This design comes from an exercise in tuning for small area, a short achievable clock period and few clock cycles per item on the open sky130 flow, not from production work. Function was checked by simulation only, so behaviour that the tests miss may differ from the original.

## flow/design.v (module list and top-level ports; edited modules follow where they fit)
// module sq_mod_p: 941 lines
// module sq_mod_q: 1418 lines
// module crt_pq: 513 lines
// module decode_7seg: 26 lines
// module bbs_generator: 52 lines
module bbs_generator(
    input  wire CLOCK_50,
    input  wire res,
    input  wire [63:0] seed,
    output wire [9:0] LEDR,
    output reg  valid,
    output wire [63:0] x_out,
    output wire [6:0] HEX0,
    output wire [6:0] HEX1,
    output wire [6:0] HEX2,
    output wire [6:0] HEX3,
    output wire [6:0] HEX4,
    output wire [6:0] HEX5
);
  // ...
==> flow/run.sh <==
#!/bin/bash
# synth_recipe.tcl (not shown) runs the flow's synth.tcl, then flattens the netlist and writes it again
# the make line also repeats each setting of config.mk as NAME=value (left out here)
make -C /OpenROAD-flow-scripts/flow DESIGN_CONFIG=/design/flow/config.mk WORK_HOME=/design/flow/orfs CLKGATE_MAP_FILE= SYNTH_SCRIPT=/design/flow/synth_recipe.tcl finish
==> flow/config.mk <==
export PLATFORM = sky130hd
export DESIGN_NAME = bbs_generator
export DESIGN_NICKNAME = bbs_generator
export VERILOG_FILES = /design/flow/design.v
export SDC_FILE = /design/flow/constraint.sdc
export NUM_CORES = 4
export LEC_CHECK = 0
export CAP_MARGIN = 20
export CORE_MARGIN = 2
export CORE_UTILIZATION = 40
export SETUP_SLACK_MARGIN = 0.5
export SLEW_MARGIN = 20
==> flow/constraint.sdc <==
create_clock -name core_clock -period 12.0 [get_ports {CLOCK_50}]
set_input_delay 2.4000 -clock core_clock [delete_from_list [all_inputs] [get_ports {CLOCK_50}]]
set_output_delay 2.4000 -clock core_clock [all_outputs]
set_load 0.01 [all_outputs]
==> run summary, run 1 <==
- Based on the critical path, the design can be clocked at up to 71.6 MHz.
- The predominant post-synthesis flop cell is sky130_fd_sc_hd__dfrtp_1.
- The top-area cell type share of the netlist area is 0.421.
- The max-capacitance violation count is 0.
- The number of setup buffers added after CTS is 85.
- The starting density of the core is 0.403.
- The flow ran to the end, but the layout failed its checks.
- The worst setup skew after layout is 0.0280 ns.
- The H-tree depth is 4.
- The reasons given for failing layout checks are negative setup slack.
- The worst reg-to-reg setup slack is -1.96 ns.
- Entering global routing, the biggest net connects 72 pins.
- The slack of the critical path is -1.96 ns.
- The number of global-route vias before repair came to 55,700.
- For this run, the total global-route usage over all layers was measured as 0.301.
- The area growth from synthesis to layout is 32.3%.
- Row generation in the floorplan step produced 140 rows.
- The summed instance area of the synthesized netlist is 0.0587 mm².
- In this run the deepest clock path goes through 2 buffers.
- After detailed routing, no signal wire sits above met5.
- After routing, the total negative slack on setup checks comes to -100.58 ns.
- The first global-routing pass estimated 340 mm of wire.
- The congestion estimate from routability-driven global placement came to 1.02.
- Tracing the worst setup path back leads to its startpoint at a_reg[15].
- Setup repair after global routing could not meet its margin everywhere.
- The number of hold buffers added after cts is 0.
- Yosys printed 2 warnings.
- The final-report setup violation count is 102.
- The met2 global-route usage is 0.479.
- The worst path required time is 12.41 ns.
- The first detailed-routing pass ran for 8 iterations.
- Of the total synthesized cell area, the portion taken by full adders, half adders and majority gates is 0.498.
- The count of mapped cells out of synthesis is 6,675.
Testbench counts, summed over its fixed seeds: cycles 216, numbers 192.
==> inputs of run 2 (changes only) <==
--- a/flow/config.mk
+++ b/flow/config.mk
@@ -6,7 +6,8 @@
 export NUM_CORES = 4
 export LEC_CHECK = 0
+export ABC_CLOCK_PERIOD_IN_PS = 4000
 export CAP_MARGIN = 20
 export CORE_MARGIN = 2
 export CORE_UTILIZATION = 40
-export SETUP_SLACK_MARGIN = 0.5
+export SETUP_SLACK_MARGIN = 3
 export SLEW_MARGIN = 20
==> run 2 against run 1 <==
Compared with the run above:
- the layout still fails its checks (negative setup slack)
- maximum frequency grew 1.6%
- worst hold slack lost 0.0036 ns
- sequential cell count is the same
- core utilization shrank 0.48 points
- setup slack gained 0.21 ns
- synthesized area is the same
- critical endpoint unchanged
- largest cell class unchanged
- highest routed layer unchanged
==> run summary, run 2 <==
- The core utilization of the finished layout is 0.528 (was 0.533).
- The total track usage was 0.299 (was 0.301).
- The synthesis-to-finish area growth is 31.1% (was 32.3%).
- The area of the die is 0.150 mm² (unchanged).
- The final-report max-slew violation count was 0 (unchanged).
- The path depth of the worst reg2reg path is 61 (unchanged).
- The starting density of the core is 0.403 (unchanged).
- The number of buffers created by CTS was 17 (unchanged).
- The initial antenna violation count is 2 (was 5).
- The number of vias after detailed routing was 52,700 (was 53,300).
- The routed wirelength normalized by instance count is 22.4 µm (was 22.7 µm).
- The largest net degree at the start of global routing is 60 (was 72).
- Most frequent cells in the layout: sky130_fd_sc_hd__buf_4, sky130_fd_sc_hd__fa_1, sky130_fd_sc_hd__inv_1, sky130_fd_sc_hd__nor2_1, sky130_fd_sc_hd__nand2_1 (unchanged).
- The H-tree depth came to 4 (unchanged).
- The number of global-route vias before repair is 55,600 (was 55,700).
- The actual slew at the worst max-slew pin came to 0.933 ns (was 0.956 ns).
- The global-route wire length before repair is 338 mm (was 340 mm).
- The CTS tree is done (unchanged).
- The kind of end point of the critical path is a flip-flop (unchanged).
- Outcome: complete, but fails checks (unchanged).
- The number of nets at the end of the flow is 9,603 (was 9,656).
- The critical-path maximum fanout is 8 (unchanged).
- The number of cells on the critical path came to 61 (unchanged).
- The aggregate routed wire length is 222 mm (was 225 mm).
- The end point of the critical path was x_reg[48] (unchanged).
- The maximum clock frequency was 72.7 MHz (was 71.6 MHz).
- The count of buffers inserted at the top-level ports is 172 (unchanged).
- The deepest clock path buffer count was 2 (unchanged).
- Violated checks: negative setup slack (unchanged).
- The placeable core area came to 0.146 mm² (unchanged).
- The number of design rule violations left after detail routing is 0 (unchanged).
- The multi-input gate area in the final layout is 0.0528 mm² (was 0.0530 mm²).
- The final-report setup violation count is 98 (was 102).
- The initial DRC count is 4,173 (was 4,304).
- Cells taking the most area after synthesis: sky130_fd_sc_hd__fa_1, sky130_fd_sc_hd__inv_1, sky130_fd_sc_hd__ha_1 (unchanged).
- The count of distinct cell types in the synthesized netlist was 106 (unchanged).
- The biggest area consumer among synthesized cells is sky130_fd_sc_hd__fa_1 (unchanged).
- The number of buffer and inverter stages on the critical path is 13 (was 11).
- Setup repair after global routing missed its margin: true (unchanged).
- The fraction of the yosys area taken by sequential cells was 0.0643 (unchanged).
- The final non-filler cell total was 9,892 (was 9,950).
- The most frequent standard cell in the layout excluding fill and tap cells is sky130_fd_sc_hd__buf_4 (unchanged).
- The clock latency on the worst-skew pair is 0.53 ns (was 0.54 ns).
- The flip-flop count of the largest register, all copies and words added was 62 (unchanged).
- The cell with the most instances after synthesis is sky130_fd_sc_hd__inv_1 (unchanged).
- The sum of net half-perimeters after detailed placement is 181 mm (was 182 mm).
- The final RePlAce weighted congestion is 1.02 (about the same).
- The critical-path cell with the highest stage delay is sky130_fd_sc_hd__fa_1 (unchanged).
- The top-area cell type share of the netlist area is 0.421 (unchanged).
- The number of placed I/O pins is 183 (unchanged).
- The count of TritonRoute iterations in the first routing pass is 7 (was 8).
- The beginning of the worst register-to-register path is a_reg[5] (was a_reg[15]).
- The count of fill cells added during filler insertion was 13,500 (was 13,300).
- The overall overflow remaining after global route was 0 (unchanged).
- The final critical-path required period is 13.75 ns (was 13.96 ns).
- The startpoint class of the critical path is a flip-flop (unchanged).
- The worst-case headroom to the max-slew limit is 0.368 (was 0.358).
- The critical path's top delay family is adder cells (was compound AO/OA/AOI/OAI gates).
- The summed instance area of the synthesized netlist is 0.0587 mm² (unchanged).
- The predominant post-synthesis flop cell is sky130_fd_sc_hd__dfrtp_1 (unchanged).
- The number of clock sinks seen by CTS is 151 (unchanged).
- The total count of hold-check failures in the final report is 0 (unchanged).
- The slack of the critical path is -1.75 ns (was -1.96 ns).
- The register area was 0.00380 mm² (about the same).
- The critical path class is flip-flop to flip-flop (unchanged).
- The number of nets with antenna violations after routing is 0 (unchanged).
- The number of flip-flops and latches in the synthesized netlist was 151 (unchanged).
- The arrival time of data at the critical path endpoint is 14.18 ns (was 14.37 ns).
- The stage delay of the slowest cell on the critical path is 0.55 ns (was 0.51 ns).
- The mean instance size in the synthesized netlist came to 8.80 µm² (unchanged).
- The proportion of register bits with asynchronous set or reset after synthesis is 1.00 (unchanged).
- The number of vias per cell after detailed routing is 5.33 (was 5.35).
- The count of mapped cells out of synthesis is 6,675 (unchanged).
- The max-capacitance violation count is 0 (unchanged).
- The share of the cycle needed by the critical path after routing is 1.15 (was 1.16).
- The worst path required time is 12.43 ns (was 12.41 ns).
- The capture point of the worst reg-to-reg path is x_reg[48] (unchanged).
- The placed instance count is 9,725 (was 9,713).
- The number of hold buffers added after cts came to 0 (unchanged).
- The height of the die is 387 µm (unchanged).
- The worst reg-to-reg setup slack was -1.75 ns (was -1.96 ns).
- The library cell used as clock root buffer is sky130_fd_sc_hd__clkbuf_16 (unchanged).
- The class of the tightest hold or removal check is flip-flop to flip-flop (unchanged).
- The setup total negative slack is -89.65 ns (was -100.58 ns).
- The worst setup skew after layout was 0.0328 ns (was 0.0280 ns).
- The number of cell rows is 140 (unchanged).
- The antenna diode count is 0 (was 5).
- Leading cell types by count after synthesis: sky130_fd_sc_hd__inv_1, sky130_fd_sc_hd__fa_1, sky130_fd_sc_hd__nor2_1, sky130_fd_sc_hd__nand2_1, sky130_fd_sc_hd__ha_1 (unchanged).
- The horizontal die dimension is 387 µm (unchanged).
- The number of flops mapped to enable cells by yosys is 0 (unchanged).
- The synthesis warning total is 2 (unchanged).
- The clock transition at the registers of the reported paths came to 0.08 ns (about the same).
- The layout cell share with drive strength beyond 1 came to 0.273 (was 0.280).
- The worst hold slack across all endpoints is 0.479 ns (was 0.483 ns).
- The start point of the critical path is a_reg[5] (was a_reg[15]).
[run 2: cell types whose count changed in the layout (fill, tap and decap cells not counted), moves of 4 or more]
cell / previous run / this run
sky130_fd_sc_hd__buf_4: 1283 / 1255
sky130_fd_sc_hd__buf_6: 84 / 57
sky130_fd_sc_hd__nor2_2: 23 / 38
sky130_fd_sc_hd__nor2_4: 25 / 13
sky130_fd_sc_hd__buf_12: 20 / 28
sky130_fd_sc_hd__xor2_1: 91 / 99
sky130_fd_sc_hd__fa_1: 1204 / 1211
sky130_fd_sc_hd__fa_2: 32 / 25
sky130_fd_sc_hd__xor2_2: 26 / 19
sky130_fd_sc_hd__a21oi_2: 42 / 48
sky130_fd_sc_hd__diode_2: 5 / 0
sky130_fd_sc_hd__a21oi_4: 21 / 17
sky130_fd_sc_hd__nand3_2: 20 / 16
sky130_fd_sc_hd__xnor2_2: 70 / 66
[run 2: metal layers]
layer / routed length, µm / global-route usage
met1: 88300 / 0.391
met2: 99600 / 0.469
met3: 19600 / 0.0588
met4: 14300 / 0.155
met5: 12 / 0
[run 2: kinds of logic (layout without fill, tap and decap cells)]
kind of cell | after synthesis | count (layout) | share of synthesized area
AND/OR/NAND/NOR | 2076 | 2076 | 0.167
XOR/XNOR | 436 | 436 | 0.0687
buffers and inverters | 1542 | 2833 | 0.0998
AO/OA/AOI/OAI | 811 | 811 | 0.0898
multiplexers | 55 | 55 | 0.0119
adder cells (fa/ha/maj) | 1603 | 1603 | 0.498
flip-flops | 151 | 151 | 0.0643
other | 1 | 10 | 0.0000638
[run 2: area by class of cell]
class	instances	area share
multi-input cells	4991	0.685
repair buffers	1526	0.163
inverters	1275	0.0631
flip-flops and latches	151	0.0493
well taps	1917	0.0311
clock buffers	19	0.00575
clock inverters	13	0.00252
[run 2: what timing repair did]
| action | CTS | global route |
|---|---|---|
| setup buffers | 73 | 62 |
| gates resized for setup | 296 | 381 |
| pin swaps | 122 | 166 |
| setup endpoints to repair | 148 | 148 |
[run 2: worst register-to-register path: cells and delay by family, from the launching register on]
kind	cells	cell delay, ns
xor gates and xnor gates	6	1.09
and+or+nand+nor	16	3.37
buffers and inverters	13	1.60
AOI/OAI and AO/OA	17	3.57
DFF	1	0.43
adders and majority gates	9	3.63
[run 2: per-stage QoR]
step | setup slack [ns] | area, µm²
after global placement | -2.02 | 72100
after detailed placement | -2.17 | 72100
final | -1.75 | 77000
after global routing | -2.30 | 77000
after floorplan | -1.45 | 60000
after CTS | -1.61 | 74800
[run 2: worst min path at each step]
stage,slack [ns],startpoint,cells past startpoint,end
after global routing,0.53,phase[0],1,phase[0]
final,0.48,phase[0],1,phase[0]
after global placement,0.46,phase[0],1,phase[0]
after detailed placement,0.47,phase[0],1,phase[0]
after floorplan,0.45,phase[0],1,phase[0]
after CTS,0.49,phase[0],1,phase[0]

[what the ideal ports hide]
The flow's constraints put no driver on any port. The routed layouts listed below were extracted and timed again, unchanged, in two steps. Step 1 (the two cells are an assumption about what drives the block):
set clk [get_ports {CLOCK_50}]
set_driving_cell -lib_cell sky130_fd_sc_hd__clkbuf_16 $clk
set_driving_cell -lib_cell sky130_fd_sc_hd__buf_2 [delete_from_list [all_inputs] $clk]
Step 2, shift: input delay + t, output delay - t, t = (earliest + latest rising clock arrival at the registers) / 2. This alone moves slack from input paths to output paths. a / b / c = ideal / step 1 / step 2; a / b = the first two.
run | t (ns) | setup slack, ns | hold WS [ns]
run 1 | 0.613 | -1.962 / -1.962 / -1.962 | 0.483 / 0.483 / 0.483
run 2 | 0.597 | -1.749 / -1.749 / -1.749 | 0.479 / 0.479 / 0.479
